This design comes from an exercise in tuning for small area on the open sky130 flow, not from production work. RTL that was checked went through simulation tests only; none was proved equivalent to the original. Only the layout flow was run in run 3; the RTL was not checked for function there. Power and IR drop assume default switching activity.

===== flow/design.v =====
module badapple_top(
    input clk,
    input rst,              
    output sck,             
    output reg miso,        
    output reg reset_oled,  
    output dc,              
    output reg sck_reg,     
    input rxd,              
    output st_init,
    output st_clear,
    output st_wait,
    output st_write,
    input  [15:0] sram_data_in,
    output reg [15:0] sram_data_out,
    output        sram_data_oe,
    output reg [18:0] sram_addr,
    output        sram_oe_r,
    output reg    sram_ce_r,
    output        sram_we_r,
    output        sram_ub_r,
    output        sram_lb_r,
    input keepgoing,
    output reg showdelay,
    input addr_reset
    );
    reg [5:0] p;
    wire p_end    = (p == 6'd50);
    wire sck_rise = p_end & ~sck_reg;
    wire sck_fall = p_end & sck_reg;
    wire pre_rise = (p == 6'd49) & ~sck_reg;    
    wire c50      = p[0] ^ sck_reg;             
    always @(posedge clk)
        if (rst) begin
            p <= 0;
            sck_reg <= 0;
        end else begin
            p <= p_end ? 6'd0 : p + 6'd1;
            if (p_end) sck_reg <= ~sck_reg;
        end
    localparam [9:0] UD_RESET = 10'h281, UD_END = 10'h166;
    reg [9:0] ud;
    wire uart_en = (ud == UD_END);
    always @(posedge clk)
        if (rst) ud <= UD_RESET;
        else if (uart_en) ud <= 10'd0;
        else ud <= {ud[8:0], ~(ud[9] ^ ud[6])};
    localparam [3:0] S_INIT  = 4'b1000,
                     S_CLEAR = 4'b1100,
                     S_LOAD  = 4'b0100,
                     S_WAIT  = 4'b0010,
                     S_WRITE = 4'b0001,
                     S_DELAY = 4'b1011;
    reg [3:0] st;
    assign {st_init, st_clear, st_wait, st_write} = st;
    wire is_init  = st[3] & ~st[2] & ~st[1];
    wire is_clear = st[3] & st[2];
    wire is_load  = ~st[3] & st[2];
    wire is_write = ~st[3] & st[0];
    wire is_play  = ~st[2] & (st[1] | st[0]);    
    reg [2:0]  e;       
    reg [9:0]  pos;     
    reg [2:0]  u;       
    reg [7:0]  cnt_lo;
    reg [11:0] cnt_hi;
    reg [7:0]  hb;      
    reg [7:0]  sr;      
    reg [3:0]  ss;      
    reg [3:0]  us;      
    reg [7:0]  rd;      
    reg        rmode;   
    reg        rp_d;
    reg [16:0] z;
    wire send_done = (ss == 4'd0);
    wire spi_data_ph = ss[3];
    wire cnt_ge = |cnt_hi;                          
    localparam [7:0] CLO_38 = 8'h4d, CLO_98 = 8'ha2, CLO_255 = 8'h80;
    wire [7:0]  cnt_lo_inc = {cnt_lo[6:0], cnt_lo[7] ^ cnt_lo[5] ^ cnt_lo[4] ^ cnt_lo[3] ^ (cnt_lo[6:0] == 7'd0)};
    wire [11:0] cnt_hi_inc = {cnt_hi[10:0], cnt_hi[11] ^ cnt_hi[10] ^ cnt_hi[9] ^ cnt_hi[3] ^ (cnt_hi[10:0] == 11'd0)};
    wire cnt_carry = (cnt_lo == CLO_255);
    wire k_0   = ~cnt_hi[0] & (cnt_lo == 8'd0);
    wire k_98  = ~cnt_hi[0] & (cnt_lo == CLO_98);
    wire k_294 = cnt_hi[0] & (cnt_lo == CLO_38);
    wire init_done = (pos[3:0] == 4'd11);
    wire eng_done = (e == 3'd6);
    always @(posedge clk)
        if (rst) reset_oled <= 0;
        else if (is_init & ~sck_reg) begin
            if (k_0 && p == 6'd10) reset_oled <= 1;
            else if (k_98 && p == 6'd4) reset_oled <= 0;
            else if (k_294 && p == 6'd12) reset_oled <= 1;
        end
    always @(posedge clk)
        if (rst) st <= S_INIT;
        else if (sck_rise)
            case (st)
                S_INIT:  if (init_done) st <= S_CLEAR;
                S_CLEAR: if (eng_done) st <= S_LOAD;
                S_LOAD:  if (u == 3'd6) st <= S_WRITE;
                S_WAIT:  st <= showdelay ? S_DELAY : S_WRITE;
                S_WRITE: if (eng_done) st <= S_WAIT;
                S_DELAY: if (!showdelay) st <= S_WRITE;
                default: st <= S_INIT;
            endcase
    wire load_end = sck_rise & is_load & (u == 3'd6);
    wire last_col = (pos == 10'h3ff);
    always @(posedge clk)
        if (rst) e <= 0;
        else if (sck_rise)
            case (e)
                3'd0: if (is_clear | is_write) e <= 3'd1;
                3'd1, 3'd2, 3'd3, 3'd4: if (send_done) e <= e + 3'd1;
                3'd5: e <= (is_clear & ~last_col) ? 3'd1 : 3'd6;
                default: e <= 3'd0;
            endcase
    wire rd_go = sck_rise & is_write & eng_done;
    wire byte_taken = rd_go & (u == 3'd0 | u == 3'd2);
    always @(posedge clk)
        if (~reset_oled) pos <= 0;
        else if (sck_rise & is_init & send_done & ~init_done) pos <= pos + 10'd1;
        else if (sck_rise & is_clear & e == 3'd0) pos <= 0;
        else if (sck_rise & is_clear & e == 3'd5) pos <= pos + 10'd1;
        else if (byte_taken) pos <= showdelay ? 10'd0 : pos + 10'd1;
    reg [7:0] init_byte;
    always @(*)
        case (pos[3:0])
            4'd0: init_byte = 8'hae;
            4'd1: init_byte = 8'hd5;
            4'd2: init_byte = 8'h80;
            4'd3: init_byte = 8'h8d;
            4'd4: init_byte = 8'h14;
            4'd5: init_byte = 8'h81;
            4'd6: init_byte = 8'hcf;
            4'd7: init_byte = 8'hd9;
            4'd8: init_byte = 8'hf1;
            4'd9: init_byte = 8'ha0;
            4'd10: init_byte = 8'haf;
            default: init_byte = 8'h00;
        endcase
    wire spi_send = (is_init & reset_oled & ~init_done) |
                    (e != 3'd0 && e <= 3'd4);
    reg [7:0] spi_data;
    always @(*)
        case (e)
            3'd1: spi_data = {5'b10110, pos[9:7]};
            3'd2: spi_data = {5'b00010, pos[6:4]};
            3'd3: spi_data = {4'b0000, pos[3:0]};
            3'd4: spi_data = is_write ? hb : 8'h00;
            default: spi_data = init_byte;
        endcase
    always @(posedge clk)
        if (rst) ss <= 4'd6;
        else if (sck_rise) begin
            if (ss == 4'd6) begin
                if (spi_send) ss <= 4'd7;
            end else if (ss == 4'd0) ss <= 4'd6;
            else ss <= ss + 4'd1;
        end
    always @(posedge clk)
        if (rst) miso <= 0;
        else if (sck_fall & spi_data_ph) miso <= rd[7];
    always @(posedge clk)
        if (sck_fall) begin
            if (spi_data_ph) rd <= {rd[6:0], 1'b0};
            else if (spi_send) rd <= spi_data;
        end
    assign sck = spi_data_ph ? sck_reg : 1'b1;
    assign dc = (spi_data_ph | send_done) & (e == 3'd4);
    always @(posedge clk)
        if (rst) us <= 4'd7;
        else if (uart_en) begin
            if (us == 4'd7) begin
                if (!rxd) us <= 4'd8;
            end else if (us == 4'd0) begin
                if (rxd) us <= 4'd7;
            end else us <= us + 4'd1;
        end
    wire ack = (us == 4'd0);
    wire ack_rise = uart_en & (us == 4'd15);
    always @(posedge clk)
        if (rst) u <= 0;
        else if (load_end) u <= 0;
        else if (is_load) begin
            if (uart_en)
                case (u)
                    3'd0: if (ack) u <= 3'd1;
                    3'd1: u <= 3'd2;
                    3'd2: if (ack) u <= 3'd3;
                    3'd3: u <= 3'd4;
                    3'd4: u <= cnt_ge ? 3'd6 : 3'd5;
                    3'd5: u <= 3'd0;
                    default: u <= 3'd6;
                endcase
        end else if (sck_rise & is_play)
            case (u)
                3'd0: if (is_write & eng_done) u <= 3'd1;
                3'd1: u <= cnt_ge ? 3'd4 : 3'd2;
                3'd2: if (is_write & eng_done) u <= 3'd3;
                3'd3: u <= cnt_ge ? 3'd4 : 3'd0;
                default: u <= cnt_ge ? 3'd4 : 3'd0;
            endcase
    always @(posedge clk)
        if (rst | load_end) sram_addr <= 0;
        else if (is_load & uart_en & u == 3'd4 & ~cnt_ge) sram_addr <= sram_addr + 19'd1;
        else if (rd_go & u == 3'd0) sram_addr <= addr_reset ? 19'd0 : sram_addr + 19'd1;
    wire write_done_rise = sck_rise & is_write & (e == 3'd5);
    wire cnt_step = is_init ? (sck_fall & ~k_294) :
                    is_load ? ack_rise : (write_done_rise & ~addr_reset);
    wire cnt_clr = rst | load_end | is_clear | (write_done_rise & addr_reset);
    always @(posedge clk)
        if (cnt_clr) begin
            cnt_lo <= 0;
            cnt_hi <= 0;
        end else if (cnt_step) begin
            cnt_lo <= cnt_lo_inc;
            if (cnt_carry) cnt_hi <= cnt_hi_inc;
        end
    always @(posedge clk)
        if (is_play) begin
            if (pre_rise & u == 3'd0) sr <= sram_data_in[7:0];
        end else if (uart_en & us[3]) sr <= {rxd, sr[7:1]};
    always @(posedge clk)
        if (is_play) begin
            if (pre_rise & u == 3'd0) hb <= sram_data_in[15:8];
            else if (pre_rise & u == 3'd2) hb <= sr;
        end else if (is_load & uart_en & u == 3'd1) hb <= sr;
    always @(posedge clk) sram_ce_r <= rst;
    always @(posedge clk)
        if (~c50) begin
            if (is_load) begin
                if (u == 3'd4) rmode <= 0;
            end else if (u == 3'd0) rmode <= 1;
        end
    assign sram_oe_r = sram_ce_r | ~rmode;
    assign sram_we_r = sram_ce_r | rmode;
    assign sram_ub_r = sram_ce_r;
    assign sram_lb_r = sram_ce_r;
    assign sram_data_oe = ~sram_we_r;
    always @(posedge clk)
        if (rst) sram_data_out <= 0;
        else if (c50 & is_load & u == 3'd4) sram_data_out <= {hb, sr};
    localparam [16:0] Z_END = 17'h00256;
    wire rp = is_load | (sram_addr[8:0] == 9'd0);
    wire delay_end = (z == Z_END) | (~showdelay & z[0]);
    always @(posedge clk)
        if (rst) begin
            showdelay <= 0;
            rp_d <= 0;
        end else begin
            rp_d <= rp;
            if (delay_end) showdelay <= 0;
            else if (rp & ~rp_d) showdelay <= 1;
        end
    always @(posedge clk)
        if (rst | ~(showdelay & keepgoing)) z <= 0;
        else z <= {z[15:0], ~(z[16] ^ z[13])};
endmodule

===== flow/constraint.sdc =====
create_clock -name core_clock -period 10.0 [get_ports {clk}]
set_input_delay 2.0000 -clock core_clock [delete_from_list [all_inputs] [get_ports {clk}]]
set_output_delay 2.0000 -clock core_clock [all_outputs]
set_load 0.01 [all_outputs]

===== flow/config.mk =====
export PLATFORM = sky130hd
export DESIGN_NAME = badapple_top
export DESIGN_NICKNAME = badapple_top
export VERILOG_FILES = /design/flow/design.v
export SDC_FILE = /design/flow/constraint.sdc
export NUM_CORES = 4
export LEC_CHECK = 0
export CAP_MARGIN = 20
export CORE_MARGIN = 2
export CORE_UTILIZATION = 40
export PLACE_DENSITY = 0.6
export SLEW_MARGIN = 20

===== flow/run.sh =====
#!/bin/bash
# synth_recipe.tcl (not shown) runs the flow's synth.tcl, then flattens the netlist and writes it again
# the make line also repeats each setting of config.mk as NAME=value (left out here)
make -C /OpenROAD-flow-scripts/flow DESIGN_CONFIG=/design/flow/config.mk WORK_HOME=/design/flow/orfs CLKGATE_MAP_FILE= SYNTH_SCRIPT=/design/flow/synth_recipe.tcl finish

==> results of run 1 <==
[synth_stat cells, types with 4 or more instances]
library cell,instances,share of area
nand4_1,11,0.0091
mux2_2,20,0.030
clkbuf_1,19,0.0094
xnor2_1,21,0.024
o21ai_0,33,0.022
and2_1,23,0.019
buf_4,5,0.0050
nor2_1,94,0.047
xor2_1,9,0.010
a21oi_1,45,0.030
a41oi_1,4,0.0046
or2_2,4,0.0033
a211oi_1,5,0.0050
nor3b_1,9,0.0089
nor3_1,16,0.011
ha_1,26,0.043
nand3_1,22,0.015
or3_1,8,0.0066
o211ai_1,9,0.0089
buf_2,13,0.0086
and3_1,12,0.0099
nor4b_1,6,0.0069
inv_1,30,0.015
nor4_1,10,0.0083
mux2i_1,39,0.052
a221oi_1,11,0.013
nor2b_1,12,0.0099
edfxtp_1,25,0.099
and4_1,6,0.0069
nand2b_1,7,0.0058
nand2_1,55,0.027
dfxtp_1,130,0.34
[area by class of cell]
type	instances	area, um^2
repair buffers	77	753
clock buffers	19	453
inverters	32	120
well taps	234	293
flip-flops and latches	155	3350
multi-input cells	576	3890
fillers	1797	9650
clock inverters	13	128
[critical path, delay by kind of cell (launching register included)]
family / cells / cell delay, ns
DFF: 1 / 0.68
AOI/OAI and AO/OA: 1 / 0.31
buffers and inverters: 2 / 0.98
[through the flow]
step / setup slack [ns] / utilization / cell area (um^2) / total power, uW
3_5_place_dp: 5.48 / 0.451 / 8410 / 681
6_report: 5.61 / 0.482 / 8990 / 1300
3_3_place_gp: 5.51 / 0.451 / 8400 / 681
5_1_grt: 5.42 / 0.482 / 8990 / 1350
4_1_cts: 5.59 / 0.482 / 8990 / 1320
2_1_floorplan: 6.63 / - / 7570 / 667
[where the power goes]
part | internal (uW) | switching, uW
combinational | 14.1 | 14.3
clock | 362 | 272
sequential | 635 | 4.10
[cells by family after synthesis]
| family | count (synthesis) | synth area share |
|---|---|---|
| DFF | 155 | 0.443 |
| buffers and inverters | 72 | 0.0433 |
| adders and majority gates | 26 | 0.0430 |
| muxes | 60 | 0.0831 |
| and+or+nand+nor | 316 | 0.219 |
| xor gates and xnor gates | 30 | 0.0347 |
| AOI/OAI and AO/OA | 144 | 0.134 |
[routing by layer]
metal	wire, um	share of wire	GRT usage	vias up
li1	-	-	-	2985
met1	8550	0.49	0.247	2798
met2	7950	0.46	0.279	107
met3	664	0.038	0.0348	17
met4	236	0.014	0.0600	0
met5	0	0	0	-
[worst max path at each step]
stage | start | endpoint | slack (ns) | depth (start not counted)
floorplan | ss[3] | dc | 6.63 | 4
global placement | rst | sram_addr[15] | 5.51 | 7
detailed placement | rst | sram_addr[15] | 5.48 | 7
CTS | ss[3] | dc | 5.59 | 3
global route | ss[3] | dc | 5.42 | 3
finish | ss[3] | dc | 5.61 | 3
==> summary.md, run 1 <==
| Metric | Value |
|---|---|
| Yosys reg bits | `155` |
| YS warnings | `1` |
| F_max | `228 MHz` |
| Post-CTS setup buffers | `0` |
| Most flops, register | `sram_addr` |
| Sequential area share after synthesis | `0.443` |
| Placed cells | `1074` |
| Slew Limit Fails | `0` |
| RSZ-0062 raised after global routing | `false` |
| Final period util | `0.439` |
| Hold buffer count at CTS | `0` |
| Total negative slack | `0 ns` |
| I/O pin cnt | `72` |
| Port Buf Inserts | `71` |
| Antenna Nets Post-Route | `0` |
| Pre-antenna DRT Iters | `6` |
| Core ar. | `18600 um^2` |
| Antenna violations before repair | `0` |
| Endpoint, Worst Hold | `z[7]` |
| Starting DRC count in detailed routing | `352` |
| TritonCTS buffer count | `17` |
| EDFF count, synth | `25` |
| GRT Overall Usage | `0.178` |
| R2R setup slack | `6.70 ns` |
| CTS Sinks | `155` |
| Max FFs per register | `19` |
| Synthesized area | `7570 um^2` |
| Largest net degree at the start of global routing | `43` |
| CTS Root Cell | `clkbuf_16` |
| Tightest Hold Check Type | `flop to flop` |
| Final Skew | `0.00663 ns` |
| Diodes inserted | `0` |
| Fraction of registers with async set/reset | `0` |
| Commonest non-fill, non-tap cells in the layout | `dfxtp_1 (130), nor2_1 (94), clkdlybuf4s50_1 (71), nand2_1 (55), a21oi_1 (45)` |
| Max clock buf depth | `2` |
| Die H | `142 um` |
| Vias in the first global route | `5466` |
| Reg-to-reg endpoint | `init_byte[3]` |
| Global-route wire length before repair | `28500 um` |
| CTS tree | `done` |
| Clk Latency, worst-skew pair | `0.42 ns` |
| CP Launch Type | `flop` |
| Core Rows | `50` |
| Final cell count without fillers | `1106` |
| Crit-path slowest cell | `dfxtp_1` |
| Min-delay src | `z[6]` |
| Fraction of layout cells with a size suffix above 1 | `0.0952` |
| Chip Width | `142 um` |
| Status | `finished clean` |
| Power per Cell Area | `145 nW/um^2` |
| DRC | `0` |
| Max cap viols | `0` |
| CP Capture Type | `output pin` |
| VDD IR max | `0.120 mV` |
| Post-synthesis instance total | `803` |
| Slew margin rel. | `0.371` |
| Via count | `5907` |
| Routed wire length | `17400 um` |
| Worst-path clk slew | `0.06 ns` |
| Main synth FF type | `dfxtp_1` |
| Critical path class | `flop to output pin` |
| Critical path, cell by cell | `clkinv_1 -> a21boi_0 -> clkdlybuf4s50_1` |
| Gates resized, CTS repair | `0` |
| Final hold vios | `0` |
| Worst Tran Pin Value | `0.941 ns` |
| Hold slack | `0.448 ns` |
| Die area | `20000 um^2` |
| Commonest non-fill, non-tap cell in the layout | `dfxtp_1` |
| Mean post-synth cell area | `9.43 um^2` |
| Gr ovfl total | `0` |
| Syn-to-layout area delta | `18.8%` |
| Initial Util | `0.406` |
| Htree depth | `4` |
| R2r worst-path depth | `9` |
| Min Tclk post-route | `4.39 ns` |
| Nets | `906` |
| WL/cell | `15.7 um` |
| Top Registers | `sram_addr x19, z x17, sram_data_out x16` |
| CP max FO | `17` |
| CP arrival | `2.39 ns` |
| Routability cong. | `0.837` |
| R2r startpoint | `st[3]` |
| Post-synth net total | `850` |
| Unique masters post-synth | `73` |
| CP peak stage delay | `0.68 ns` |
| Detail Placement HPWL | `12500 um` |
| Final setup fails | `0` |
| Vias/cell | `5.34` |
| Static leakage | `0.00339 uW` |
| Required time of the critical path | `8.00 ns` |
| Hold depth | `1` |
==> run 2, diff against run 1 <==
--- a/flow/design.v
+++ b/flow/design.v
@@ -115,28 +115,22 @@
             endcase
     wire rd_go = sck_rise & is_write & eng_done;
     wire byte_taken = rd_go & (u == 3'd0 | u == 3'd2);
-    always @(posedge clk)
-        if (~reset_oled) pos <= 0;
-        else if (sck_rise & is_init & send_done & ~init_done) pos <= pos + 10'd1;
-        else if (sck_rise & is_clear & e == 3'd0) pos <= 0;
-        else if (sck_rise & is_clear & e == 3'd5) pos <= pos + 10'd1;
-        else if (byte_taken) pos <= showdelay ? 10'd0 : pos + 10'd1;
-    reg [7:0] init_byte;
-    always @(*)
-        case (pos[3:0])
-            4'd0: init_byte = 8'hae;
-            4'd1: init_byte = 8'hd5;
-            4'd2: init_byte = 8'h80;
-            4'd3: init_byte = 8'h8d;
-            4'd4: init_byte = 8'h14;
-            4'd5: init_byte = 8'h81;
-            4'd6: init_byte = 8'hcf;
-            4'd7: init_byte = 8'hd9;
-            4'd8: init_byte = 8'hf1;
-            4'd9: init_byte = 8'ha0;
-            4'd10: init_byte = 8'haf;
-            default: init_byte = 8'h00;
-        endcase
+    wire pos_inc = (sck_rise & is_init & send_done & ~init_done) |
+                   (sck_rise & is_clear & e == 3'd5) | (byte_taken & ~showdelay);
+    wire pos_clr = ~reset_oled | (sck_rise & is_clear & e == 3'd0) | (byte_taken & showdelay);
+    always @(posedge clk)
+        pos <= pos_clr ? 10'd0 : pos + {9'd0, pos_inc};
+    wire [7:0] init_byte;
+    wire [15:0] ib7 = 16'b0000111111101111;
+    wire [15:0] ib6 = 16'b1111000111000010;
+    wire [15:0] ib5 = 16'b1111111100000001;
+    wire [15:0] ib4 = 16'b1001000110010010;
+    wire [15:0] ib3 = 16'b1100110011001001;
+    wire [15:0] ib2 = 16'b0101010001011011;
+    wire [15:0] ib1 = 16'b1111110001000001;
+    wire [15:0] ib0 = 16'b0101010111101010;
+    assign init_byte = {ib7[pos[3:0]], ib6[pos[3:0]], ib5[pos[3:0]], ib4[pos[3:0]],
+                        ib3[pos[3:0]], ib2[pos[3:0]], ib1[pos[3:0]], ib0[pos[3:0]]};
     wire spi_send = (is_init & reset_oled & ~init_done) |
                     (e != 3'd0 && e <= 3'd4);
     reg [7:0] spi_data;
@@ -199,10 +193,10 @@
                 3'd3: u <= cnt_ge ? 3'd4 : 3'd0;
                 default: u <= cnt_ge ? 3'd4 : 3'd0;
             endcase
-    always @(posedge clk)
-        if (rst | load_end) sram_addr <= 0;
-        else if (is_load & uart_en & u == 3'd4 & ~cnt_ge) sram_addr <= sram_addr + 19'd1;
-        else if (rd_go & u == 3'd0) sram_addr <= addr_reset ? 19'd0 : sram_addr + 19'd1;
+    wire addr_inc = (is_load & uart_en & u == 3'd4 & ~cnt_ge) | (rd_go & u == 3'd0);
+    wire addr_clr = rst | load_end | (rd_go & u == 3'd0 & addr_reset);
+    always @(posedge clk)
+        sram_addr <= addr_clr ? 19'd0 : sram_addr + {18'd0, addr_inc};
     wire write_done_rise = sck_rise & is_write & (e == 3'd5);
     wire cnt_step = is_init ? (sck_fall & ~k_294) :
                     is_load ? ack_rise : (write_done_rise & ~addr_reset);
==> flow/flow/run.sh (new file) <==
#!/bin/bash
# Layout flow:
# 1. the standard synthesis (standard.sh synth);
# 2. its combinational logic re-mapped for area by Yosys/ABC (flow/resyn.ys,
#    flow/resyn.abc) with every register cell kept, name and type;
# 3. the standard layout from floorplan to finish (standard.sh), with port
#    buffers of buf_1 cells and a clock tree of clkbuf_8 cells without dummy
#    loads.
# Each step's full output goes to its own log in this folder; ORFS's
# per-stage logs are under orfs/logs.
set -euo pipefail
W=$(pwd)
R=$W/orfs/results/$FLOW_PLATFORM/badapple_top/base
LIB=$FLOW_HOME/platforms/sky130hd/lib/sky130_fd_sc_hd__tt_025C_1v80.lib
YOSYS=$FLOW_HOME/../tools/install/yosys/bin/yosys
[[ -x $YOSYS ]] || YOSYS=yosys

bash standard.sh synth > synth.log 2>&1
cp "$R/1_2_yosys.v" "$W/standard_1_2_yosys.v"
sed -e "s#@LIB@#$LIB#g" -e "s#@IN@#$W/standard_1_2_yosys.v#" \
    -e "s#@OUT@#$W/resyn_1_2_yosys.v#" -e "s#@ABC@#$W/flow/resyn.abc#" \
    flow/resyn.ys > resyn_run.ys
"$YOSYS" -s resyn_run.ys > resyn.log 2>&1
cp "$W/resyn_1_2_yosys.v" "$R/1_2_yosys.v"
rm -f "$R/1_synth.odb" "$R/1_synth.sdc"

export BUFFER_PORTS_ARGS="-buffer_cell sky130_fd_sc_hd__buf_1"
export CTS_ARGS="-sink_clustering_enable -repair_clock_nets -dont_use_dummy_load -buf_list sky130_fd_sc_hd__clkbuf_8 -sink_clustering_size 30 -sink_clustering_max_diameter 100"
bash standard.sh > layout.log 2>&1
==> flow/flow/resyn.abc (new file) <==
strash
&get -n
&fraig -x
&put
scorr
dc2
strash
&get -n
&dch -f
&nf -R 1000 -p -F 10 -A 10 -a
&put
==> flow/flow/resyn.ys (new file) <==
# Re-maps the combinational logic of the standard synthesis netlist for area.
# Register cells are black boxes here, so every register keeps its instance
# name and cell type; only the logic between them is rebuilt.
read_liberty -ignore_miss_func @LIB@
blackbox sky130_fd_sc_hd__*df* sky130_fd_sc_hd__*dl* sky130_fd_sc_hd__*dfx*
read_verilog @IN@
hierarchy -top badapple_top
flatten
hierarchy -top badapple_top
rename -hide w:*.*
opt -purge
abc -script @ABC@ -liberty @LIB@ -dont_use sky130_fd_sc_hd__lpflow_bleeder_1 -dont_use sky130_fd_sc_hd__lpflow_clkbufkapwr_1 -dont_use sky130_fd_sc_hd__lpflow_clkbufkapwr_16 -dont_use sky130_fd_sc_hd__lpflow_clkbufkapwr_2 -dont_use sky130_fd_sc_hd__lpflow_clkbufkapwr_4 -dont_use sky130_fd_sc_hd__lpflow_clkbufkapwr_8 -dont_use sky130_fd_sc_hd__lpflow_clkinvkapwr_1 -dont_use sky130_fd_sc_hd__lpflow_clkinvkapwr_16 -dont_use sky130_fd_sc_hd__lpflow_clkinvkapwr_2 -dont_use sky130_fd_sc_hd__lpflow_clkinvkapwr_4 -dont_use sky130_fd_sc_hd__lpflow_clkinvkapwr_8 -dont_use sky130_fd_sc_hd__lpflow_decapkapwr_12 -dont_use sky130_fd_sc_hd__lpflow_decapkapwr_3 -dont_use sky130_fd_sc_hd__lpflow_decapkapwr_4 -dont_use sky130_fd_sc_hd__lpflow_decapkapwr_6 -dont_use sky130_fd_sc_hd__lpflow_decapkapwr_8 -dont_use sky130_fd_sc_hd__lpflow_inputiso0n_1 -dont_use sky130_fd_sc_hd__lpflow_inputiso0p_1 -dont_use sky130_fd_sc_hd__lpflow_inputiso1n_1 -dont_use sky130_fd_sc_hd__lpflow_inputiso1p_1 -dont_use sky130_fd_sc_hd__lpflow_inputisolatch_1 -dont_use sky130_fd_sc_hd__lpflow_isobufsrc_1 -dont_use sky130_fd_sc_hd__lpflow_isobufsrc_16 -dont_use sky130_fd_sc_hd__lpflow_isobufsrc_2 -dont_use sky130_fd_sc_hd__lpflow_isobufsrc_4 -dont_use sky130_fd_sc_hd__lpflow_isobufsrc_8 -dont_use sky130_fd_sc_hd__lpflow_isobufsrckapwr_16 -dont_use sky130_fd_sc_hd__lpflow_lsbuf_lh_hl_isowell_tap_1 -dont_use sky130_fd_sc_hd__lpflow_lsbuf_lh_hl_isowell_tap_2 -dont_use sky130_fd_sc_hd__lpflow_lsbuf_lh_hl_isowell_tap_4 -dont_use sky130_fd_sc_hd__lpflow_lsbuf_lh_isowell_4 -dont_use sky130_fd_sc_hd__lpflow_lsbuf_lh_isowell_tap_1 -dont_use sky130_fd_sc_hd__lpflow_lsbuf_lh_isowell_tap_2 -dont_use sky130_fd_sc_hd__lpflow_lsbuf_lh_isowell_tap_4 -dont_use sky130_fd_sc_hd__probe_p_8 -dont_use sky130_fd_sc_hd__probec_p_8 
opt_clean -purge
hilomap -singleton -hicell sky130_fd_sc_hd__conb_1 HI -locell sky130_fd_sc_hd__conb_1 LO
insbuf -buf sky130_fd_sc_hd__buf_1 A X
opt_clean -purge
stat -liberty @LIB@
write_verilog -noattr -nohex -nodec @OUT@
==> flow/standard.sh (new file) <==
#!/bin/bash
# synth_recipe.tcl (not shown) runs the flow's synth.tcl, then flattens the netlist and writes it again
# the make line also repeats each setting of config.mk as NAME=value (left out here)
make -C /OpenROAD-flow-scripts/flow DESIGN_CONFIG=/design/flow/config.mk WORK_HOME=/design/flow/orfs CLKGATE_MAP_FILE= SYNTH_SCRIPT=/design/flow/synth_recipe.tcl "${@:-finish}"
removed: flow/run.sh
==> run 2 against run 1 <==
  * Clock skew is 0.012 ns higher
  * Critical path depth increased by 15
  * Via count down 9.6%
  * Setup slack got worse by 0.53 ns
  * Register-to-register slack worse by 1.6 ns
  * Flip-flop and latch count decreased by 8
  * Die area is 17% lower
  * Global-route usage is 0.77 points higher
  * Cell count fell by 11%
  * Non-clock buffer count unchanged
  * Wire length decreased by 14%
  * Largest cell class is now registers
==> summary.md, run 2 <==
| Metric | Value |
|---|---|
| Status | `finished clean` |
| CTS Sinks | `147 (-5.2%)` |
| Antenna violations before repair | `0 (unchanged)` |
| VDD IR max | `0.108 mV (-9.6%)` |
| Antenna Nets Post-Route | `0 (unchanged)` |
| Routed wire length | `15000 um (-14%)` |
| Required time of the critical path | `10.31 ns (+2.31 ns)` |
| Routability cong. | `0.818 (-2.3%)` |
| Storage cell area | `3190 um^2 (-4.8%)` |
| Core Rows | `45 (-10%)` |
| Total negative slack | `0 ns (unchanged)` |
| Tightest Hold Check Type | `flop to flop` |
| Commonest non-fill, non-tap cells in the layout | `dfxtp_1 (122), nand2_1 (88), a21oi_1 (79), buf_1 (70), nor2_1 (66)` |
| Min Tclk post-route | `4.91 ns (+0.528 ns)` |
| Max FFs per register | `19 (unchanged)` |
| Detail Placement HPWL | `10700 um (-14%)` |
| Post-CTS setup buffers | `0 (unchanged)` |
| Most frequent CP cell | `and3_1` |
| Final core occ | `0.460 (-0.0227)` |
| CP Capture Type | `flop` |
| Fraction of layout cells with a size suffix above 1 | `0.0316 (-0.0636)` |
| YS warnings | `1 (unchanged)` |
| Core ar. | `15200 um^2 (-18%)` |
| Final period util | `0.491 (+0.0528)` |
| Final Skew | `0.0184 ns (+0.0117 ns)` |
| DRC | `0 (unchanged)` |
| Crit-path slowest cell | `dfxtp_1` |
| Chip Width | `129 um (-9.1%)` |
| Final setup fails | `0 (unchanged)` |
| Critical path class | `flop to flop` |
| Largest net degree at the start of global routing | `39 (-9.3%)` |
| Slew Limit Fails | `0 (unchanged)` |
| Commonest non-fill, non-tap cell in the layout | `dfxtp_1` |
| CTS tree | `done` |
| Synthesized area | `6210 um^2 (-18%)` |
| Syn-to-layout area delta | `12.5%` |
| I/O pin cnt | `72 (unchanged)` |
| Initial Util | `0.409 (+0.00262)` |
| Post-synthesis instance total | `699 (-13%)` |
| Static leakage | `0.00233 uW (-31%)` |
| Die area | `16500 um^2 (-17%)` |
| Global-route wire length before repair | `24500 um (-14%)` |
| Bufs and invs on worst path | `1 (-1)` |
| Port Buf Inserts | `71 (unchanged)` |
| Gates resized, CTS repair | `0 (unchanged)` |
| Top Registers | `sram_addr x19, z x17, sram_data_out x16` |
| CP Launch Type | `flop` |
| Final hold vios | `0 (unchanged)` |
| Vias in the first global route | `5071 (-7.2%)` |
| Nets | `814 (-10%)` |
| Critical path, cell by cell | `nor2b_1 -> clkinv_1 -> nor3_1 -> nand3_1 -> o31ai_1 -> and3_1 -> and3_1 -> and3_1 -> and2_0 -> and3_1 -> and2_0 -> and3_1 -> and2_0 -> and3_1 -> and2_0 -> and3_1 -> xnor2_1 -> nor2_1` |
| CTS Root Cell | `clkbuf_8` |
| Max cap viols | `0 (unchanged)` |
| Worst-path clk slew | `0.08 ns (+0.02 ns)` |
| Gr ovfl total | `0 (unchanged)` |
| WL/cell | `15.3 um (-2.8%)` |
| Slew margin rel. | `0.260 (-0.111)` |
| F_max | `203 MHz (-11%)` |
| Final worst slack | `5.09 ns (-0.528 ns)` |
| Max clock buf depth | `2 (unchanged)` |
| Clk Latency, worst-skew pair | `0.44 ns (+0.02 ns)` |
| Family with the most delay on the worst path | `simple AND/OR/NAND/NOR gates` |
| Power per Cell Area | `138 nW/um^2 (-4.6%)` |
| Post-synth net total | `720 (-15%)` |
| Most flops, register | `sram_addr` |
| Mean post-synth cell area | `8.89 um^2 (-5.7%)` |
| Area of the multi-input gates | `2970 um^2 (-24%)` |
| Pre-antenna DRT Iters | `5 (-1)` |
| GRT Overall Usage | `0.186 (+0.00773)` |
| Vias/cell | `5.46 (+2.1%)` |
| Hold buffer count at CTS | `0 (unchanged)` |
| CP max FO | `16 (-1)` |
| TritonCTS buffer count | `17 (unchanged)` |
| RSZ-0062 raised after global routing | `false` |
| Starting DRC count in detailed routing | `343 (-2.6%)` |
| Via count | `5341 (-9.6%)` |
| Overall power | `964 uW (-26%)` |
| Worst slack at placement | `5.17 ns (-0.315 ns)` |
| Htree depth | `4 (unchanged)` |
| CP arrival | `5.22 ns (+2.83 ns)` |
| Hold slack | `0.442 ns (-0.00602 ns)` |
| CP peak stage delay | `0.62 ns (-0.06 ns)` |
| Diodes inserted | `0 (unchanged)` |
| Filler cell count | `1507 (-16%)` |
| Worst Tran Pin Value | `1.11 ns (+0.165 ns)` |
| Die H | `129 um (-9.1%)` |
-- run 2: final timing paths --
| check | start | to | slack (ns) | cells after the start |
|---|---|---|---|---|
| worst min register to register | z[4] | z[5] | 0.44 | 1 |
| worst min-delay path | z[4] | z[5] | 0.44 | 1 |
| worst max-delay path | st[2] | sram_addr[18] | 5.09 | 18 |
| worst max register to register | st[2] | sram_addr[18] | 5.09 | 18 |
-- run 2: stage by stage --
stage / std cells / instance area (um^2)
floorplan: 699 / 6210
finish: 979 / 6990
CTS: 978 / 6980
detailed placement: 961 / 6750
global placement: 961 / 6750
global route: 979 / 6990
-- run 2: power by group --
part	switching, uW	internal [uW]	leakage (uW)	total (uW)
Combinational	14.2	7.00	0.00101	21.2
Clock	187	150	0.000122	337
Sequential	3.53	603	0.00120	607
-- run 2: layer usage --
| layer | vias to the layer above | global-route usage | part of all wire | wire length (um) |
|---|---|---|---|---|
| met5 | - | 0 | 0 | 0 |
| met4 | 0 | 0.0723 | 0.024 | 357 |
| met3 | 24 | 0.0491 | 0.045 | 669 |
| met2 | 117 | 0.305 | 0.46 | 6910 |
| met1 | 2488 | 0.235 | 0.47 | 7040 |
| li1 | 2712 | - | - | - |
-- run 2: final cells by class --
class                   count  share of cell area
repair buffers             77              0.0444
multi-input cells         537               0.425
flip-flops and latches    147               0.457
inverters                  13             0.00698
clock buffers              17              0.0335
well taps                 188              0.0337
==> run 3, diff against run 2 <==
--- a/flow/design.v
+++ b/flow/design.v
@@ -38,13 +38,6 @@
             p <= p_end ? 6'd0 : p + 6'd1;
             if (p_end) sck_reg <= ~sck_reg;
         end
-    localparam [9:0] UD_RESET = 10'h281, UD_END = 10'h166;
-    reg [9:0] ud;
-    wire uart_en = (ud == UD_END);
-    always @(posedge clk)
-        if (rst) ud <= UD_RESET;
-        else if (uart_en) ud <= 10'd0;
-        else ud <= {ud[8:0], ~(ud[9] ^ ud[6])};
     localparam [3:0] S_INIT  = 4'b1000,
                      S_CLEAR = 4'b1100,
                      S_LOAD  = 4'b0100,
@@ -58,29 +51,33 @@
     wire is_load  = ~st[3] & st[2];
     wire is_write = ~st[3] & st[0];
     wire is_play  = ~st[2] & (st[1] | st[0]);    
+    reg [9:0]  ud;      
+    reg [3:0]  us;      
+    wire       uart_en, hi_step, hi_clr;
     reg [2:0]  e;       
     reg [9:0]  pos;     
     reg [2:0]  u;       
     reg [7:0]  cnt_lo;
-    reg [11:0] cnt_hi;
+    reg        cnt_hi0;
+    wire [11:0] cnt_hi;
     reg [7:0]  hb;      
     reg [7:0]  sr;      
     reg [3:0]  ss;      
-    reg [3:0]  us;      
     reg [7:0]  rd;      
     reg        rmode;   
     reg        rp_d;
     reg [16:0] z;
     wire send_done = (ss == 4'd0);
     wire spi_data_ph = ss[3];
+    assign cnt_hi = is_play ? {ud, us[0], cnt_hi0} : {11'd0, cnt_hi0};
     wire cnt_ge = |cnt_hi;                          
     localparam [7:0] CLO_38 = 8'h4d, CLO_98 = 8'ha2, CLO_255 = 8'h80;
     wire [7:0]  cnt_lo_inc = {cnt_lo[6:0], cnt_lo[7] ^ cnt_lo[5] ^ cnt_lo[4] ^ cnt_lo[3] ^ (cnt_lo[6:0] == 7'd0)};
     wire [11:0] cnt_hi_inc = {cnt_hi[10:0], cnt_hi[11] ^ cnt_hi[10] ^ cnt_hi[9] ^ cnt_hi[3] ^ (cnt_hi[10:0] == 11'd0)};
     wire cnt_carry = (cnt_lo == CLO_255);
-    wire k_0   = ~cnt_hi[0] & (cnt_lo == 8'd0);
-    wire k_98  = ~cnt_hi[0] & (cnt_lo == CLO_98);
-    wire k_294 = cnt_hi[0] & (cnt_lo == CLO_38);
+    wire k_0   = ~cnt_hi0 & (cnt_lo == 8'd0);
+    wire k_98  = ~cnt_hi0 & (cnt_lo == CLO_98);
+    wire k_294 = cnt_hi0 & (cnt_lo == CLO_38);
     wire init_done = (pos[3:0] == 4'd11);
     wire eng_done = (e == 3'd6);
     always @(posedge clk)
@@ -162,7 +159,10 @@
     assign dc = (spi_data_ph | send_done) & (e == 3'd4);
     always @(posedge clk)
         if (rst) us <= 4'd7;
-        else if (uart_en) begin
+        else if (hi_clr) us <= 4'd0;
+        else if (is_play) begin
+            if (hi_step) us[0] <= cnt_hi_inc[1];
+        end else if (uart_en) begin
             if (us == 4'd7) begin
                 if (!rxd) us <= 4'd8;
             end else if (us == 4'd0) begin
@@ -201,14 +201,25 @@
     wire cnt_step = is_init ? (sck_fall & ~k_294) :
                     is_load ? ack_rise : (write_done_rise & ~addr_reset);
     wire cnt_clr = rst | load_end | is_clear | (write_done_rise & addr_reset);
+    assign hi_step = cnt_step & cnt_carry;
     always @(posedge clk)
         if (cnt_clr) begin
             cnt_lo <= 0;
-            cnt_hi <= 0;
+            cnt_hi0 <= 0;
         end else if (cnt_step) begin
             cnt_lo <= cnt_lo_inc;
-            if (cnt_carry) cnt_hi <= cnt_hi_inc;
-        end
+            if (cnt_carry) cnt_hi0 <= cnt_hi_inc[0];
+        end
+    localparam [9:0] UD_RESET = 10'h281, UD_END = 10'h166;
+    assign uart_en = (ud == UD_END);
+    assign hi_clr = load_end | (write_done_rise & addr_reset);
+    always @(posedge clk)
+        if (rst) ud <= UD_RESET;
+        else if (hi_clr) ud <= 10'd0;
+        else if (is_play) begin
+            if (hi_step) ud <= cnt_hi_inc[11:2];
+        end else if (uart_en) ud <= 10'd0;
+        else ud <= {ud[8:0], ~(ud[9] ^ ud[6])};
     always @(posedge clk)
         if (is_play) begin
             if (pre_rise & u == 3'd0) sr <= sram_data_in[7:0];
==> run 3 against run 2 <==
  * Sequential power fell by 7.1%
  * Critical path type unchanged
  * Still clean on timing, DRC and antenna
  * First-iteration DRC count rose by 36%
  * Hold slack improved by 0.013 ns
  * Largest cell class is now multi-input gates
  * Sequential share of layout area fell by 2.2 points
  * Highest routed layer unchanged
  * Clock power fell by 3%
  * Final area fell by 2.1%
  * Critical endpoint is now sram_addr[16]
  * Die area fell by 2.3%
==> summary.md, run 3 <==
| Metric | Value |
|---|---|
| Status | `finished clean` |
| Placed cells | `945 (-1.7%)` |
| Hold buffer count at CTS | `0 (unchanged)` |
| Final Skew | `0.0261 ns (+0.00777 ns)` |
| Nets | `797 (-2.1%)` |
| I/O pin cnt | `72 (unchanged)` |
| Chip Width | `127 um (-1.2%)` |
| Core ar. | `15000 um^2 (-1.1%)` |
| CTS Sinks | `136 (-7.5%)` |
| Global-route wire length before repair | `24100 um (-1.6%)` |
| Final hold vios | `0 (unchanged)` |
| Initial Util | `0.404 (-0.00515)` |
| Mean post-synth cell area | `8.88 um^2 (about the same)` |
| Gr ovfl total | `0 (unchanged)` |
| Via count | `5433 (+1.7%)` |
| VDD IR max | `0.0823 mV (-24%)` |
| Fraction of layout cells with a size suffix above 1 | `0.0310 (-0.000598)` |
| Power per Cell Area | `134 nW/um^2 (-3.2%)` |
| F_max | `203 MHz (about the same)` |
| Routed wire length | `14800 um (-0.99%)` |
| CP max FO | `8 (-8)` |
| Commonest non-fill, non-tap cells in the layout | `dfxtp_1 (111), nor2_1 (99), buf_1 (70), nand2_1 (66), a21oi_1 (58)` |
| Clk Latency, worst-skew pair | `0.45 ns (about the same)` |
| Top Registers | `sram_addr x19, z x17, sram_data_out x16` |
| Vias/cell | `5.65 (+3.5%)` |
| Tightest Hold Check Type | `flop to flop` |
| CP arrival | `5.29 ns (+0.07 ns)` |
| Min Tclk post-route | `4.92 ns (+0.00236 ns)` |
| CTS Root Cell | `clkbuf_8` |
| RSZ-0062 raised after global routing | `false` |
| Starting DRC count in detailed routing | `467 (+36%)` |
| TritonCTS buffer count | `17 (unchanged)` |
| Static leakage | `0.00238 uW (+1.8%)` |
| Pre-antenna DRT Iters | `7 (+2)` |
| WL/cell | `15.4 um (+0.76%)` |
| Die area | `16200 um^2 (-2.3%)` |
| Post-synth net total | `704 (-2.2%)` |
| Max clock buf depth | `2 (unchanged)` |
| Setup crit start | `p[0]` |
| Post-CTS setup buffers | `0 (unchanged)` |
| Critical path class | `flop to flop` |
| Vias in the first global route | `4959 (-2.2%)` |
| Final setup fails | `0 (unchanged)` |
| Worst-path clk slew | `0.07 ns (about the same)` |
| Core Rows | `45 (unchanged)` |
| Final cell count without fillers | `962 (-1.7%)` |
| Gates resized, CTS repair | `0 (unchanged)` |
| Routability cong. | `0.892 (+9.0%)` |
| Antenna Nets Post-Route | `0 (unchanged)` |
| DRC | `0 (unchanged)` |
| Slew margin rel. | `0.430 (+0.170)` |
| Required time of the critical path | `10.37 ns (+0.06 ns)` |
| Most flops, register | `sram_addr` |
| Htree depth | `4 (unchanged)` |
| Port Buf Inserts | `71 (unchanged)` |
| Commonest non-fill, non-tap cell in the layout | `dfxtp_1` |
| CP Launch Type | `flop` |
| Final period util | `0.492 (about the same)` |
| Slew Limit Fails | `0 (unchanged)` |
| Diodes inserted | `0 (unchanged)` |
| Syn-to-layout area delta | `12.7%` |
| Max cap viols | `0 (unchanged)` |
| R2r startpoint | `p[0]` |
| Filler cell count | `1460 (-3.1%)` |
| Synthesized area | `6070 um^2 (-2.4%)` |
| Largest net degree at the start of global routing | `46 (+18%)` |
| CTS tree | `done` |
| YS warnings | `1 (unchanged)` |
| Antenna violations before repair | `0 (unchanged)` |
| Detail Placement HPWL | `10700 um (-0.47%)` |
| Overall power | `913 uW (-5.3%)` |
| GRT Overall Usage | `0.186 (about the same)` |
| Post-synthesis instance total | `683 (-2.3%)` |
| Total negative slack | `0 ns (unchanged)` |
| Max FFs per register | `19 (unchanged)` |
| Min-delay src | `sram_data_out[15]` |
| Worst Tran Pin Value | `0.855 ns (-0.251 ns)` |
| Die H | `127 um (-1.2%)` |
| CP Capture Type | `flop` |
## run 3: worst max-delay path, stage by stage (launching register included)
cell      delay [ns]
dfxtp_1         0.36
or3b_1          0.44
nor3_1          0.39
nand2b_1        0.31
nor3_1          0.41
a31o_1          0.20
and2_0          0.25
nand3_1         0.16
nor2b_1         0.27
and3_1          0.24
and2_0          0.28
nand3_1         0.14
nor2b_1         0.34
and3_1          0.34
and4_1          0.34
a21o_1          0.15
nand2_1         0.05
a31oi_1         0.18
## run 3: cell type report
cell class | count | area, um^2 | share of cell area
Timing Repair Buffer | 76 | 305 | 0.0446
Clock buffer | 17 | 234 | 0.0342
Sequential cell | 136 | 2970 | 0.435
Inverter | 15 | 56.3 | 0.00823
Multi-Input combinational cell | 530 | 3030 | 0.444
Tap cell | 188 | 235 | 0.0344
## run 3: through the flow
| step | cell area (um^2) | utilization | hold WS [ns] | worst slack [ns] |
|---|---|---|---|---|
| CTS | 6830 | 0.455 | 0.459 | 5.19 |
| detailed placement | 6600 | 0.439 | 0.449 | 5.22 |
| floorplan | 6070 | - | 0.429 | 5.80 |
| global placement | 6600 | 0.439 | 0.440 | 5.50 |
| global route | 6840 | 0.455 | 0.480 | 4.61 |
| finish | 6840 | 0.455 | 0.455 | 5.08 |
## run 3: power breakdown
| group | internal, uW | total (uW) | switching [uW] |
|---|---|---|---|
| Sequential | 559 | 564 | 4.74 |
| Combinational | 8.36 | 22.3 | 14.0 |
| Clock | 149 | 327 | 178 |
| Total | 717 | 913 | 196 |
## run 3: per-layer routing
| metal | vias to the layer above | track usage | wire length (um) | share of wire |
|---|---|---|---|---|
| met5 | - | 0 | 0 | 0 |
| met4 | 0 | 0.0937 | 443 | 0.030 |
| met3 | 37 | 0.0452 | 630 | 0.042 |
| met2 | 146 | 0.303 | 7000 | 0.47 |
| met1 | 2577 | 0.230 | 6750 | 0.46 |
| li1 | 2673 | - | - | - |
## run 3: final timing paths
check | to | slack, ns | cells after the start
setup / recovery | sram_addr[16] | 5.08 | 17
hold reg to reg | sram_data_out[15] | 0.45 | 2
setup reg to reg | sram_addr[16] | 5.08 | 17
hold / removal | sram_data_out[15] | 0.45 | 2
==> run 4, diff against run 3 <==
--- a/flow/design.v
+++ b/flow/design.v
@@ -63,7 +63,6 @@
     reg [7:0]  hb;      
     reg [7:0]  sr;      
     reg [3:0]  ss;      
-    reg [7:0]  rd;      
     reg        rmode;   
     reg        rp_d;
     reg [16:0] z;
@@ -149,12 +148,7 @@
         end
     always @(posedge clk)
         if (rst) miso <= 0;
-        else if (sck_fall & spi_data_ph) miso <= rd[7];
-    always @(posedge clk)
-        if (sck_fall) begin
-            if (spi_data_ph) rd <= {rd[6:0], 1'b0};
-            else if (spi_send) rd <= spi_data;
-        end
+        else if (sck_fall & spi_data_ph) miso <= spi_data[~ss[2:0]];
     assign sck = spi_data_ph ? sck_reg : 1'b1;
     assign dc = (spi_data_ph | send_done) & (e == 3'd4);
     always @(posedge clk)
@@ -220,14 +214,15 @@
             if (hi_step) ud <= cnt_hi_inc[11:2];
         end else if (uart_en) ud <= 10'd0;
         else ud <= {ud[8:0], ~(ud[9] ^ ud[6])};
+    wire hb_hold = (e == 3'd4) & ((ss == 4'd7) | (ss[3] & (ss[2:0] != 3'd7)));
     always @(posedge clk)
         if (is_play) begin
             if (pre_rise & u == 3'd0) sr <= sram_data_in[7:0];
         end else if (uart_en & us[3]) sr <= {rxd, sr[7:1]};
     always @(posedge clk)
         if (is_play) begin
-            if (pre_rise & u == 3'd0) hb <= sram_data_in[15:8];
-            else if (pre_rise & u == 3'd2) hb <= sr;
+            if (pre_rise & u == 3'd0 & ~hb_hold) hb <= sram_data_in[15:8];
+            else if (pre_rise & u == 3'd2 & ~hb_hold) hb <= sr;
         end else if (is_load & uart_en & u == 3'd1) hb <= sr;
     always @(posedge clk) sram_ce_r <= rst;
     always @(posedge clk)
==> run 4 against run 3 <==
  * Count of clock-buffer cells in the layout did not move
  * Via count fell by 2.7%
  * Synthesized cell count fell by 0.44%
  * Clock skew fell by 0.0052 ns
  * Clock power fell by 2%
  * Synthesized area fell by 4.8%
  * Critical endpoint is now sram_addr[18]
  * Largest power group unchanged
==> summary.md, run 4 <==
| Metric | Value |
|---|---|
| Status | `finished clean` |
| Largest net degree at the start of global routing | `46 (unchanged)` |
| F_max | `193 MHz (-5.0%)` |
| TritonCTS buffer count | `17 (unchanged)` |
| Mean post-synth cell area | `8.49 um^2 (-4.4%)` |
| Hold buffer count at CTS | `0 (unchanged)` |
| Nets | `792 (-0.63%)` |
| VDD IR max | `0.102 mV (+24%)` |
| Slew Limit Fails | `0 (unchanged)` |
| GRT Overall Usage | `0.203 (+0.0169)` |
| Fraction of layout cells with a size suffix above 1 | `0.0286 (-0.00240)` |
| Routability cong. | `0.830 (-6.9%)` |
| I/O pin cnt | `72 (unchanged)` |
| Core Rows | `43 (-4.4%)` |
| Gates resized, CTS repair | `0 (unchanged)` |
| CTS Sinks | `128 (-5.9%)` |
| Die area | `15400 um^2 (-4.7%)` |
| Commonest non-fill, non-tap cells in the layout | `dfxtp_1 (111), nand2_1 (106), nor2_1 (84), a21oi_1 (74), buf_1 (70)` |
| Final worst slack | `4.82 ns (-0.259 ns)` |
| Die H | `124 um (-2.4%)` |
| Max FFs per register | `19 (unchanged)` |
| Final hold vios | `0 (unchanged)` |
| Design Area, Final | `6530 um^2 (-4.4%)` |
| Post-synth net total | `701 (-0.43%)` |
| Worst slack at placement | `4.84 ns (-0.380 ns)` |
| Htree depth | `4 (unchanged)` |
| Most frequent CP cell | `and2_0` |
| Required time of the critical path | `10.36 ns (about the same)` |
| Static leakage | `0.00234 uW (-1.3%)` |
| Vias in the first global route | `4854 (-2.1%)` |
| Via count | `5288 (-2.7%)` |
| Final setup fails | `0 (unchanged)` |
| Gr ovfl total | `0 (unchanged)` |
| Antenna violations before repair | `0 (unchanged)` |
| CP arrival | `5.53 ns (+0.24 ns)` |
| CP Launch Type | `flop` |
| Global-route wire length before repair | `24400 um (+0.95%)` |
| CP Capture Type | `flop` |
| Final Skew | `0.0209 ns (-0.00522 ns)` |
| Final period util | `0.518 (+0.0259)` |
| Critical path class | `flop to flop` |
| Chip Width | `124 um (-2.4%)` |
| RSZ-0062 raised after global routing | `false` |
| Synthesized area | `5770 um^2 (-4.8%)` |
| Core ar. | `14000 um^2 (-6.9%)` |
| Worst Tran Pin Value | `1.05 ns (+0.195 ns)` |
| Worst-path clk slew | `0.07 ns (about the same)` |
| Post-synthesis instance total | `680 (-0.44%)` |
| CTS Root Cell | `clkbuf_8` |
| Max cap viols | `0 (unchanged)` |
| Antenna Nets Post-Route | `0 (unchanged)` |
| Starting DRC count in detailed routing | `570 (+22%)` |
| Pre-antenna DRT Iters | `6 (-1)` |
| DP Area | `6290 um^2 (-4.7%)` |
| Commonest non-fill, non-tap cell in the layout | `dfxtp_1` |
| Syn-to-layout area delta | `13.2%` |
| Power per Cell Area | `133 nW/um^2 (-0.23%)` |
| Most flops, register | `sram_addr` |
| DRC | `0 (unchanged)` |
| Detail Placement HPWL | `10700 um (+0.46%)` |
| Critical path, cell by cell | `nor2_1 -> nor2_1 -> o21ai_0 -> nand2_1 -> o21bai_1 -> and2_0 -> and3_1 -> and2_0 -> and3_1 -> and2_0 -> and3_1 -> and2_0 -> and3_1 -> and2_0 -> and3_1 -> and2_0 -> and3_1 -> and2_0 -> nor3_1` |
| Tightest Hold Check Type | `flop to flop` |
| YS warnings | `1 (unchanged)` |
| CP peak stage delay | `0.82 ns (+0.38 ns)` |
| Clk Latency, worst-skew pair | `0.44 ns (about the same)` |
| Top Registers | `sram_addr x19, z x17, sram_data_out x16` |
| WL/cell | `15.9 um (+3.1%)` |
| CP max FO | `16 (+8)` |
| Port Buf Inserts | `71 (unchanged)` |
| Crit-path slowest cell | `nor2_1` |
| Post-CTS setup buffers | `0 (unchanged)` |
| Initial Util | `0.413 (+0.00912)` |
| Vias/cell | `5.57 (-1.3%)` |
| Max clock buf depth | `2 (unchanged)` |
| Slew margin rel. | `0.297 (-0.132)` |
| CTS tree | `done` |
| Min Tclk post-route | `5.18 ns (+0.259 ns)` |
| Total negative slack | `0 ns (unchanged)` |
| Routed wire length | `15100 um (+1.7%)` |
| Diodes inserted | `0 (unchanged)` |
-- run 4: path summary, 6_finish.rpt --
| kind | from | end | slack (ns) | cells after the start |
|---|---|---|---|---|
| hold / removal | z[4] | z[5] | 0.44 | 1 |
| hold reg to reg | z[4] | z[5] | 0.44 | 1 |
| setup reg to reg | st[1] | sram_addr[18] | 4.82 | 19 |
| setup / recovery | st[1] | sram_addr[18] | 4.82 | 19 |
-- run 4: final cells by class --
type | instances | area (um^2)
fillers | 1406 | 7450
multi-input cells | 544 | 3030
flip-flops and latches | 128 | 2730
repair buffers | 74 | 290
clock buffers | 17 | 234
well taps | 180 | 225
inverters | 6 | 22.5
-- run 4: worst max-delay path: cells and delay by family (launching register included) --
kind             cells  cell delay, ns
AND/OR/NAND/NOR     17            4.18
AO/OA/AOI/OAI        2            0.40
flip-flops           1            0.52
-- run 4: power breakdown --
part           switching [uW]  internal, uW
combinational            13.9          8.61
clock                     170           149
sequential               5.36           523
total                     190           681
-- run 4: per-layer routing --
layer	vias up	GRT usage	share of wire
met4	0	0.0541	0.014
met5	-	0	0
met2	159	0.322	0.46
met1	2473	0.274	0.47
met3	18	0.0517	0.054
li1	2638	-	-
-- run 4: stage by stage --
| step | instances | power (uW) | utilization | hold slack (ns) |
|---|---|---|---|---|
| floorplan | 680 | 550 | - | 0.424 |
| global placement | 932 | 562 | 0.450 | 0.442 |
| detailed placement | 932 | 563 | 0.450 | 0.449 |
| CTS | 949 | 881 | 0.466 | 0.452 |
| global route | 949 | 904 | 0.467 | 0.480 |
| finish | 949 | 871 | 0.467 | 0.445 |
==> run 5, diff against run 4 <==
--- a/flow/flow/run.sh
+++ b/flow/flow/run.sh
@@ -25,5 +25,5 @@
 rm -f "$R/1_synth.odb" "$R/1_synth.sdc"
 
 export BUFFER_PORTS_ARGS="-buffer_cell sky130_fd_sc_hd__buf_1"
-export CTS_ARGS="-sink_clustering_enable -repair_clock_nets -dont_use_dummy_load -buf_list sky130_fd_sc_hd__clkbuf_8 -sink_clustering_size 30 -sink_clustering_max_diameter 100"
+export CTS_ARGS="-sink_clustering_enable -repair_clock_nets -dont_use_dummy_load -buf_list sky130_fd_sc_hd__clkbuf_8 -sink_clustering_size 50 -sink_clustering_max_diameter 150"
 bash standard.sh > layout.log 2>&1
==> run 5 against run 4 <==
  * Power did not move
  * Non-clock buffer count did not move
  * Still clean
  * Die area did not move
  * Count of clock-buffer cells in the layout did not move
  * Synthesized area did not move
  * Critical endpoint unchanged
  * Hold slack did not move
  * Cell count did not move
  * Clock skew did not move
  * Critical path depth did not move
  * Sequential power barely moved
  * Register-to-register slack barely moved
  * Maximum frequency did not move
  * Largest cell class unchanged
==> summary.md, run 5 <==
| Metric | Value |
|---|---|
| Mean post-synth cell area | `8.49 um^2 (unchanged)` |
| GRT Overall Usage | `0.203 (unchanged)` |
| CTS Sinks | `128 (unchanged)` |
| Commonest non-fill, non-tap cells in the layout | `dfxtp_1 (111), nand2_1 (106), nor2_1 (84), a21oi_1 (74), buf_1 (70)` |
| R2r startpoint | `st[1]` |
| Total negative slack | `0 ns (unchanged)` |
| Final hold vios | `0 (unchanged)` |
| Sw Share | `0.218 (unchanged)` |
| Max clock buf depth | `2 (unchanged)` |
| Worst slack at placement | `4.84 ns (unchanged)` |
| CP peak stage delay | `0.82 ns (about the same)` |
| Port Buf Inserts | `71 (unchanged)` |
| RSZ-0062 raised after global routing | `false` |
| I/O pin cnt | `72 (unchanged)` |
| F_max | `193 MHz (unchanged)` |
| Commonest non-fill, non-tap cell in the layout | `dfxtp_1` |
| TritonCTS buffer count | `17 (unchanged)` |
| Core Rows | `43 (unchanged)` |
| Critical path, cell by cell | `nor2_1 -> nor2_1 -> o21ai_0 -> nand2_1 -> o21bai_1 -> and2_0 -> and3_1 -> and2_0 -> and3_1 -> and2_0 -> and3_1 -> and2_0 -> and3_1 -> and2_0 -> and3_1 -> and2_0 -> and3_1 -> and2_0 -> nor3_1` |
| Filler cell count | `1406 (unchanged)` |
| Antenna Nets Post-Route | `0 (unchanged)` |
| Worst-path clk slew | `0.07 ns (about the same)` |
| DRC | `0 (unchanged)` |
| Crit-path slowest cell | `nor2_1` |
| Storage cell area | `2730 um^2 (unchanged)` |
| Critical path class | `flop to flop` |
| DP Area | `6290 um^2 (unchanged)` |
| CP max FO | `16 (unchanged)` |
| CTS tree | `done` |
| Most frequent CP cell | `and2_0` |
| Post-synth net total | `701 (unchanged)` |
| Tightest Hold Check Type | `flop to flop` |
| Synthesized area | `5770 um^2 (unchanged)` |
| Int Power | `681 uW (unchanged)` |
| Syn-to-layout area delta | `13.2% (unchanged)` |
| Htree depth | `4 (unchanged)` |
| Die area | `15400 um^2 (unchanged)` |
| Vias/cell | `5.57 (unchanged)` |
| Static leakage | `0.00234 uW (unchanged)` |
| Vias in the first global route | `4854 (unchanged)` |
| Overall power | `871 uW (unchanged)` |
| Initial Util | `0.413 (unchanged)` |
| Switching Power | `190 uW (unchanged)` |
| Via count | `5288 (unchanged)` |
| Post-synthesis instance total | `680 (unchanged)` |
| Final worst slack | `4.82 ns (unchanged)` |
| WL/cell | `15.9 um (unchanged)` |
| Clk Latency, worst-skew pair | `0.44 ns (about the same)` |
| VDD IR max | `0.102 mV (unchanged)` |
| Slew Limit Fails | `0 (unchanged)` |
| Worst Tran Pin Value | `1.05 ns (unchanged)` |
| CTS Root Cell | `clkbuf_8` |
| Post-CTS setup buffers | `0 (unchanged)` |
| Hold buffer count at CTS | `0 (unchanged)` |
| Top Registers | `sram_addr x19, z x17, sram_data_out x16` |
| Largest net degree at the start of global routing | `46 (unchanged)` |
| Min-delay src | `z[4]` |
| Status | `finished clean` |
| Max FFs per register | `19 (unchanged)` |
| Final setup fails | `0 (unchanged)` |
| Register share of total power | `0.607 (about the same)` |
| Required time of the critical path | `10.36 ns (about the same)` |
| Design Area, Final | `6530 um^2 (unchanged)` |
| Detail Placement HPWL | `10700 um (unchanged)` |
| Max cap viols | `0 (unchanged)` |
| Fraction of layout cells with a size suffix above 1 | `0.0286 (unchanged)` |
| Antenna violations before repair | `0 (unchanged)` |
| CP Launch Type | `flop` |
| Area of the multi-input gates | `3030 um^2 (unchanged)` |
| Core ar. | `14000 um^2 (unchanged)` |
| Diodes inserted | `0 (unchanged)` |
| CP Capture Type | `flop` |
| Nets | `792 (unchanged)` |
| Final Skew | `0.0209 ns (unchanged)` |
| Combinational share of power | `0.026 (about the same)` |
| Most flops, register | `sram_addr` |
| Routability cong. | `0.830 (unchanged)` |
| Die H | `124 um (unchanged)` |
| Power per Cell Area | `133 nW/um^2 (unchanged)` |
| Gates resized, CTS repair | `0 (unchanged)` |
| Starting DRC count in detailed routing | `570 (unchanged)` |
| Clock power frac | `0.367 (about the same)` |
| YS warnings | `1 (unchanged)` |
| Min Tclk post-route | `5.18 ns (unchanged)` |
| Global-route wire length before repair | `24400 um (unchanged)` |
| Final period util | `0.518 (unchanged)` |
| Setup crit start | `st[1]` |
| Pre-antenna DRT Iters | `6 (unchanged)` |
| Chip Width | `124 um (unchanged)` |
| CP arrival | `5.53 ns (about the same)` |
| Routed wire length | `15100 um (unchanged)` |
| Slew margin rel. | `0.297 (unchanged)` |
| Gr ovfl total | `0 (unchanged)` |
## run 5: cell counts in the layout (fill, tap and decap cells not counted)
No cell type changed its count.
## run 5: path summary, 6_finish.rpt
kind,to,slack (ns),cells past startpoint
setup / recovery,sram_addr[18],4.82,19
hold / removal,z[5],0.44,1
setup reg to reg,sram_addr[18],4.82,19
hold reg to reg,z[5],0.44,1
## run 5: through the flow
| stage | utilization | hold slack [ns] | std cells |
|---|---|---|---|
| finish | 0.467 | 0.445 | 949 |
| global route | 0.467 | 0.480 | 949 |
| CTS | 0.466 | 0.452 | 949 |
| detailed placement | 0.450 | 0.449 | 932 |
| global placement | 0.450 | 0.442 | 932 |
| floorplan | - | 0.424 | 680 |
## run 5: final cells by class
| type | count | area share |
|---|---|---|
| Clock buffer | 17 | 0.0358 |
| Inverter | 6 | 0.00345 |
| Multi-Input combinational cell | 544 | 0.464 |
| Sequential cell | 128 | 0.418 |
| Tap cell | 180 | 0.0345 |
| Timing Repair Buffer | 74 | 0.0444 |
## run 5: worst max-delay path: cells and delay by family, from the launching register on
kind	cells	cell delay, ns
flip-flops	1	0.52
AO/OA/AOI/OAI	2	0.40
AND/OR/NAND/NOR	17	4.18
## run 5: routing by layer
layer,GRT usage,routed length [um]
met1,0.274,7050
met2,0.322,7000
met3,0.0517,810
met4,0.0541,214
met5,0,0
## run 5: power by group through the flow
stage	Clock, uW	Combinational [uW]	Sequential [uW]
finish	320	22.5	529
global route	350	25.5	529
CTS	330	22.7	529
detailed placement	0	22.5	540
global placement	0	22.4	540
floorplan	0	11.5	538
==> run 6, diff against run 5 <==
--- a/flow/flow/run.sh
+++ b/flow/flow/run.sh
@@ -25,5 +25,5 @@
 rm -f "$R/1_synth.odb" "$R/1_synth.sdc"
 
 export BUFFER_PORTS_ARGS="-buffer_cell sky130_fd_sc_hd__buf_1"
-export CTS_ARGS="-sink_clustering_enable -repair_clock_nets -dont_use_dummy_load -buf_list sky130_fd_sc_hd__clkbuf_8 -sink_clustering_size 50 -sink_clustering_max_diameter 150"
+export CTS_ARGS="-sink_clustering_enable -repair_clock_nets -dont_use_dummy_load -buf_list sky130_fd_sc_hd__clkbuf_4 -sink_clustering_size 20 -sink_clustering_max_diameter 60"
 bash standard.sh > layout.log 2>&1
==> run 6 against run 5 <==
  * Clock skew grew 0.015 ns
  * Non-clock buffer count is the same
  * Count of clock-buffer cells in the layout is the same
  * Via count grew 0.25%
  * Critical path type unchanged
  * Critical endpoint unchanged
==> summary.md, run 6 <==
| Metric | Value |
|---|---|
| Worst-path clk slew | `0.11 ns (+0.04 ns)` |
| Final worst slack | `4.84 ns (+0.0199 ns)` |
| Final period util | `0.516 (-0.00199)` |
| Starting DRC count in detailed routing | `547 (-4.0%)` |
| Required time of the critical path | `10.45 ns (+0.09 ns)` |
| Critical path class | `flop to flop` |
| Global-route wire length before repair | `24400 um (about the same)` |
| Slew Limit Fails | `0 (unchanged)` |
| CP arrival | `5.61 ns (+0.08 ns)` |
| Status | `finished clean` |
| Max FFs per register | `19 (unchanged)` |
| CP max FO | `16 (unchanged)` |
| Mean post-synth cell area | `8.49 um^2 (unchanged)` |
| RSZ-0062 raised after global routing | `false` |
| Initial Util | `0.413 (unchanged)` |
| Total negative slack | `0 ns (unchanged)` |
| Top Registers | `sram_addr x19, z x17, sram_data_out x16` |
| Max clock buf depth | `2 (unchanged)` |
| Filler cell count | `1426 (+1.4%)` |
| Worst slack at placement | `4.84 ns (unchanged)` |
| Clk Latency, worst-skew pair | `0.53 ns (+0.09 ns)` |
| CTS Root Cell | `clkbuf_4` |
| Diodes inserted | `0 (unchanged)` |
| Via count | `5301 (+0.25%)` |
| Vias in the first global route | `4877 (+0.47%)` |
| Gates resized, CTS repair | `0 (unchanged)` |
| Die area | `15400 um^2 (unchanged)` |
| WL/cell | `15.8 um (-0.40%)` |
| Post-CTS setup buffers | `0 (unchanged)` |
| TritonCTS buffer count | `17 (unchanged)` |
| Most flops, register | `sram_addr` |
| Final hold vios | `0 (unchanged)` |
| Fraction of layout cells with a size suffix above 1 | `0.0286 (unchanged)` |
| Synthesized area | `5770 um^2 (unchanged)` |
| Worst Tran Pin Value | `1.06 ns (+0.00529 ns)` |
| Htree depth | `4 (unchanged)` |
| Tightest Hold Check Type | `flop to flop` |
| Commonest non-fill, non-tap cell in the layout | `dfxtp_1` |
| Routability cong. | `0.830 (unchanged)` |
| CP Capture Type | `flop` |
| Commonest non-fill, non-tap cells in the layout | `dfxtp_1 (111), nand2_1 (106), nor2_1 (84), a21oi_1 (74), buf_1 (70)` |
| YS warnings | `1 (unchanged)` |
| Hold buffer count at CTS | `0 (unchanged)` |
| Area of the multi-input gates | `3030 um^2 (unchanged)` |
| Post-synth net total | `701 (unchanged)` |
| Max cap viols | `0 (unchanged)` |
| F_max | `194 MHz (+0.39%)` |
| Final setup fails | `0 (unchanged)` |
| Gr ovfl total | `0 (unchanged)` |
| Die H | `124 um (unchanged)` |
| Post-synthesis instance total | `680 (unchanged)` |
| Antenna violations before repair | `0 (unchanged)` |
| Port Buf Inserts | `71 (unchanged)` |
| Static leakage | `0.00230 uW (-1.9%)` |
| Core Rows | `43 (unchanged)` |
| Vias/cell | `5.59 (+0.25%)` |
| Power per Cell Area | `123 nW/um^2 (-7.8%)` |
| CP Launch Type | `flop` |
| GRT Overall Usage | `0.203 (+0.000504)` |
| Largest net degree at the start of global routing | `46 (unchanged)` |
| Core ar. | `14000 um^2 (unchanged)` |
| CTS tree | `done` |
| Chip Width | `124 um (unchanged)` |
| Nets | `792 (unchanged)` |
| I/O pin cnt | `72 (unchanged)` |
| Antenna Nets Post-Route | `0 (unchanged)` |
| Routed wire length | `15000 um (-0.40%)` |
| Pre-antenna DRT Iters | `5 (-1)` |
| Detail Placement HPWL | `10700 um (unchanged)` |
| Storage cell area | `2730 um^2 (unchanged)` |
| Syn-to-layout area delta | `11.3%` |
| DRC | `0 (unchanged)` |
| CTS Sinks | `128 (unchanged)` |
| VDD IR max | `0.137 mV (+35%)` |
| Min Tclk post-route | `5.16 ns (-0.0199 ns)` |
| Slew margin rel. | `0.294 (-0.00354)` |
| Final Skew | `0.0356 ns (+0.0147 ns)` |
==> run 6: through the flow <==
stage | area (um^2) | util | cells | hold slack (ns) | power, uW
final | 6430 | 0.459 | 949 | 0.442 | 790
after global routing | 6430 | 0.459 | 949 | 0.469 | 823
after CTS | 6420 | 0.459 | 949 | 0.444 | 800
after detailed placement | 6290 | 0.450 | 932 | 0.449 | 563
after global placement | 6290 | 0.450 | 932 | 0.442 | 562
after floorplan | 5770 | - | 680 | 0.424 | 550
==> run 6: path summary, 6_finish.rpt <==
| path | cells after the start | startpoint | slack, ns | endpoint |
|---|---|---|---|---|
| worst min register to register | 1 | z[4] | 0.44 | z[5] |
| worst max register to register | 19 | st[1] | 4.84 | sram_addr[18] |
| worst max-delay path | 19 | st[1] | 4.84 | sram_addr[18] |
| worst min-delay path | 1 | z[4] | 0.44 | z[5] |
==> run 6: layout make-up <==
class / count / share of cell area
Inverter: 6 / 0.00350
Multi-Input combinational cell: 544 / 0.471
Timing Repair Buffer: 74 / 0.0452
Sequential cell: 128 / 0.425
Tap cell: 180 / 0.0350
Clock buffer: 17 / 0.0199
==> run 6: worst max-delay path: stages (launching register included) <==
cell      delay, ns
dfxtp_1        0.53
nor2_1         0.18
nor2_1         0.83
o21ai_0        0.28
nand2_1        0.23
o21bai_1       0.12
and2_0         0.23
and3_1         0.23
and2_0         0.21
and3_1         0.22
and2_0         0.22
and3_1         0.23
and2_0         0.22
and3_1         0.23
and2_0         0.22
and3_1         0.23
and2_0         0.22
and3_1         0.23
and2_0         0.15
nor3_1         0.11
==> run 6: routing by layer <==
layer	share of wire	track usage	up-vias
met5	0	0	-
met4	0.011	0.0590	0
met3	0.054	0.0513	17
met2	0.47	0.321	167
met1	0.47	0.275	2467
li1	-	-	2650
==> run 6: where the power goes <==
| part | leakage (uW) | internal [uW] | switching [uW] |
|---|---|---|---|
| Clock | 0.0000782 | 77.6 | 162 |
| Combinational | 0.00117 | 8.61 | 13.8 |
| Sequential | 0.00105 | 523 | 5.27 |

Setup slack of run 6, layout unchanged: 4.843 ns with ideal ports, 4.843 ns with driving cells assumed (clock clkbuf_16, inputs buf_2), 4.843 ns with port delays also shifted by the 0.551 ns mid clock arrival.
